Source: an optimization exercise on an open RTL-to-GDS flow (aim: small area, a short achievable clock period and few clock cycles per item). Production flows keep margins and buffers that such runs may drop. Function was checked by simulation only, so behaviour that the tests miss may differ from the original. No activity file was given, so power comes from the tool's default toggle rates.

==> flow/design.v <==
module non_restoring_div #(parameter N = 16) (
    input  logic clk, rst_n, start,
    input  logic [N-1:0] dividend, divisor,
    output logic [N-1:0] quotient, remainder,
    output logic ready
);
    localparam W = $clog2(N);
    function automatic logic [3:0] lead16(input logic [15:0] x);
        logic [3:0] v;
        logic [1:0] e [4];
        for (int k = 0; k < 4; k++) begin
            v[k] = |x[4*k +: 4];
            e[k] = x[4*k+3] ? 2'd3 : x[4*k+2] ? 2'd2 : x[4*k+1] ? 2'd1 : 2'd0;
        end
        lead16[3] = v[3] | v[2];
        lead16[2] = v[3] | (!v[2] & v[1]);
        lead16[1:0] = v[3] ? e[3] : v[2] ? e[2] : v[1] ? e[1] : e[0];
    endfunction
    function automatic logic [N:0] sub(input logic [N-1:0] x, y, input int M);
        logic [N-1:0] g, p;
        g = ~x & y;
        p = ~(x ^ y);
        for (int l = 0; (2 << l) <= M; l++)
            for (int i = 0; i < M; i++)
                if ((i + 1) % (2 << l) == 0) begin
                    g[i] = g[i] | (p[i] & g[i - (1 << l)]);
                    p[i] = p[i] & p[i - (1 << l)];
                end
        for (int l = $clog2(M) - 2; l >= 0; l--)
            for (int i = 0; i < M; i++)
                if ((i + 1) % (2 << l) == (1 << l) && i >= (2 << l)) begin
                    g[i] = g[i] | (p[i] & g[i - (1 << l)]);
                    p[i] = p[i] & p[i - (1 << l)];
                end
        sub = '0;
        sub[M] = g[M-1];
        sub[N-1:0] = x ^ y ^ {g[N-2:0], 1'b0};
    endfunction
    logic [N-1:0] r, d, q;
    logic [W-1:0] cnt;
    logic         busy, align;
    logic [N:0]   s;
    logic         below, accept, last;
    logic [W-1:0] amt;
    logic [N-1:0] rot;
    logic [N:0]   diff;
    assign s      = sub({{(N-W){1'b0}}, lead16(dividend)},
                        {{(N-W){1'b0}}, lead16(divisor)}, W);
    assign below  = s[W];
    assign accept = start && !busy && divisor != '0;
    assign last   = !align && cnt == '1;
    assign amt    = align ? cnt : '1;
    logic [N-1:0] rot1, rot2, rot4;
    assign rot1 = amt[0] ? {d[N-2:0],    d[N-1]}      : d;
    assign rot2 = amt[1] ? {rot1[N-3:0], rot1[N-1-:2]} : rot1;
    assign rot4 = amt[2] ? {rot2[N-5:0], rot2[N-1-:4]} : rot2;
    assign rot  = amt[3] ? {rot4[N-9:0], rot4[N-1-:8]} : rot4;
    assign diff   = sub(r, d, N);
    always_ff @(posedge clk or negedge rst_n) begin
        if (!rst_n) begin
            busy  <= 1'b0;
            ready <= 1'b0;
        end else if (accept) begin
            busy  <= !below;
            ready <= below;
        end else begin
            busy  <= busy && !last;
            ready <= busy && last;
        end
    end
    always_ff @(posedge clk) begin
        align <= !busy;
        if (!busy) begin
            r   <= dividend;
            d   <= divisor;
            q   <= '0;
            cnt <= s[W-1:0];
        end else begin
            if (!align && !diff[N]) r <= diff[N-1:0];
            d   <= rot;
            q   <= {q[N-2:0], !align && !diff[N]};
            cnt <= cnt - 1'b1;
        end
    end
    assign quotient  = q;
    assign remainder = r;
endmodule
export LEC_CHECK = 0
export ABC_AREA = 1
export CAP_MARGIN = 20
export CORE_MARGIN = 2
export CORE_UTILIZATION = 40
export SETUP_SLACK_MARGIN = 2.6
export SLEW_MARGIN = 20
create_clock -name core_clock -period 5.0 [get_ports {clk}]
standard.sh (not shown) runs the stock make flow with config.mk's settings and CLKGATE_MAP_FILE= SYNTH_SCRIPT=/design/flow/synth_recipe.tcl, a recipe that flattens the netlist after the stock synthesis.
==> flow/flow/run.sh <==
#!/bin/bash
set -euo pipefail
export BUFFER_PORTS_ARGS="-buffer_cell sky130_fd_sc_hd__buf_1"
bash standard.sh ADDER_MAP_FILE= finish > flow.log 2>&1
The baseline finished clean.
Testbench counts at the start, summed over its fixed seeds: cycles 14,556, items 3,200.
Next try:
==> flow/flow/run.sh (replaced) <==
#!/bin/bash
set -euo pipefail
export BUFFER_PORTS_ARGS="-buffer_cell sky130_fd_sc_hd__buf_2"
bash standard.sh > flow.log 2>&1
--- a/flow/config.mk
+++ b/flow/config.mk
@@ -7,3 +7,3 @@
 export LEC_CHECK = 0
-export ABC_AREA = 1
+export ABC_CLOCK_PERIOD_IN_PS = 2500
 export CAP_MARGIN = 20
@@ -11,3 +11,3 @@
 export CORE_UTILIZATION = 40
-export SETUP_SLACK_MARGIN = 2.6
+export SETUP_SLACK_MARGIN = 2.5
 export SLEW_MARGIN = 20
- The changed run finished with timing, DRC and antenna clean
- cell area increases by about 9%
- core utilization rises by 1.2 points
- total power came out higher by about 7%
- worst setup slack is worse by 710 ps
- first-iteration DRC count is higher by 44%
- routed wire length is higher by 12%
- critical path depth goes down by 3
- worst hold slack gets better by 6.3 ps
- via count drops by 4.1%
Next try:
==> flow/flow/run.sh (replaced) <==
#!/bin/bash
set -euo pipefail
export BUFFER_PORTS_ARGS="-buffer_cell sky130_fd_sc_hd__buf_1"
bash standard.sh ADDER_MAP_FILE= finish > flow.log 2>&1
--- a/flow/config.mk
+++ b/flow/config.mk
@@ -7,3 +7,3 @@
 export LEC_CHECK = 0
-export ABC_CLOCK_PERIOD_IN_PS = 2500
+export ABC_AREA = 1
 export CAP_MARGIN = 20
@@ -11,3 +11,3 @@
 export CORE_UTILIZATION = 40
-export SETUP_SLACK_MARGIN = 2.5
+export SETUP_SLACK_MARGIN = 2.7
 export SLEW_MARGIN = 20
What happened: Synthesized area shrinks by 5.3%. Worst hold slack is worse by 6.4 ps. Power shrinks by about 3.3%. Die area shrinks by 5.1%. Maximum frequency grows by 35%. Synthesized cell count grows by about 33%. Combinational power shrinks by about 2%. Utilization barely changes. Clock-buffer cell count shrinks by 1. Design area shrinks by 5.4%.
Next try:
==> flow/flow/run.sh (replaced) <==
#!/bin/bash
set -euo pipefail
export BUFFER_PORTS_ARGS="-buffer_cell sky130_fd_sc_hd__buf_2"
bash standard.sh > flow.log 2>&1
--- a/flow/config.mk
+++ b/flow/config.mk
@@ -7,3 +7,3 @@
 export LEC_CHECK = 0
-export ABC_AREA = 1
+export ABC_CLOCK_PERIOD_IN_PS = 2500
 export CAP_MARGIN = 20
@@ -11,3 +11,3 @@
 export CORE_UTILIZATION = 40
-export SETUP_SLACK_MARGIN = 2.7
+export SETUP_SLACK_MARGIN = 2.0
 export SLEW_MARGIN = 20
The changed run passed the timing, DRC and antenna checks.
Cell count goes down by 20%.
Via count is lower by 4.4%.
Global-route usage rose by 0.80 points.
Sequential cell count does not change.
Power came out higher by 1.2%.
First-iteration DRC count goes up by 6.3%.
Die area came out higher by 5.4%.
Next try:
==> flow/flow/run.sh (replaced) <==
#!/bin/bash
set -euo pipefail
export BUFFER_PORTS_ARGS="-buffer_cell sky130_fd_sc_hd__buf_2"
bash standard.sh ADDER_MAP_FILE= finish > flow.log 2>&1
--- a/flow/config.mk
+++ b/flow/config.mk
@@ -7,3 +7,3 @@
 export LEC_CHECK = 0
-export ABC_CLOCK_PERIOD_IN_PS = 2500
+export ABC_AREA = 1
 export CAP_MARGIN = 20
@@ -11,3 +11,3 @@
 export CORE_UTILIZATION = 40
-export SETUP_SLACK_MARGIN = 2.0
+export SETUP_SLACK_MARGIN = 2.8
 export SLEW_MARGIN = 20
=>
- area after synthesis falls by about 5.3%
- cell area hardly moves
- total power rises by 1.9%
- die area falls by 5.1%
- routed wire length falls by about 6%
- clock power falls by 12%
Next try:
==> flow/flow/run.sh (replaced) <==
#!/bin/bash
set -euo pipefail
export BUFFER_PORTS_ARGS="-buffer_cell sky130_fd_sc_hd__buf_1"
bash standard.sh ADDER_MAP_FILE= finish > flow.log 2>&1
--- a/flow/config.mk
+++ b/flow/config.mk
@@ -11,3 +11,4 @@
 export CORE_UTILIZATION = 40
-export SETUP_SLACK_MARGIN = 2.8
+export PLACE_DENSITY = 0.75
+export SETUP_SLACK_MARGIN = 2.4
 export SLEW_MARGIN = 20
The new run passed the timing, DRC and antenna checks. Sequential power decreases by 2.5%. Utilization decreases by 4.4 points. Register-to-register slack degrades by 170 ps. Die area does not change. Wire length decreases by 4.7%. Final cell count decreases by 1.6%. Final area decreases by 8.8%. Via count increases by 0.37%. Synthesized cell count is unchanged.

separate check: timing with driven ports:
In the flow no input, the clock included, has a driving cell. The finished layouts below were timed again as built, in two steps. Step 1 sets driving cells, clkbuf_16 on the clock port and buf_2 on the other inputs (assumed; they add their load-dependent delay and slew). Step 2 moves the port delays by t, midway between the first and last clock arrival at a register: inputs arrive t later, outputs are due t later. That takes back most of the time a late clock gives input paths. Slacks: ideal / step 1 / step 2; pairs: ideal / step 1.
run | t, ns | setup slack, ns | worst slew at a driven data input, ns
the first run | 0.340 | 2.759 / 2.759 / 2.458 | 0.04
the second run | 0.345 | 2.048 / 2.040 / 1.695 | 0.05
the third run | 0.339 | 2.813 / 2.813 / 2.497 | 0.03
the fourth run | 0.338 | 2.061 / 2.051 / 1.713 | 0.05
the fifth run | 0.336 | 2.818 / 2.818 / 2.574 | 0.03
the sixth run | 0.348 | 2.645 / 2.645 / 2.353 | 0.03
After both steps every run listed still meets setup and hold. For the second run, which loses most, drivers alone change the setup slack by -0.008 ns; drivers and shift together by -0.353 ns.
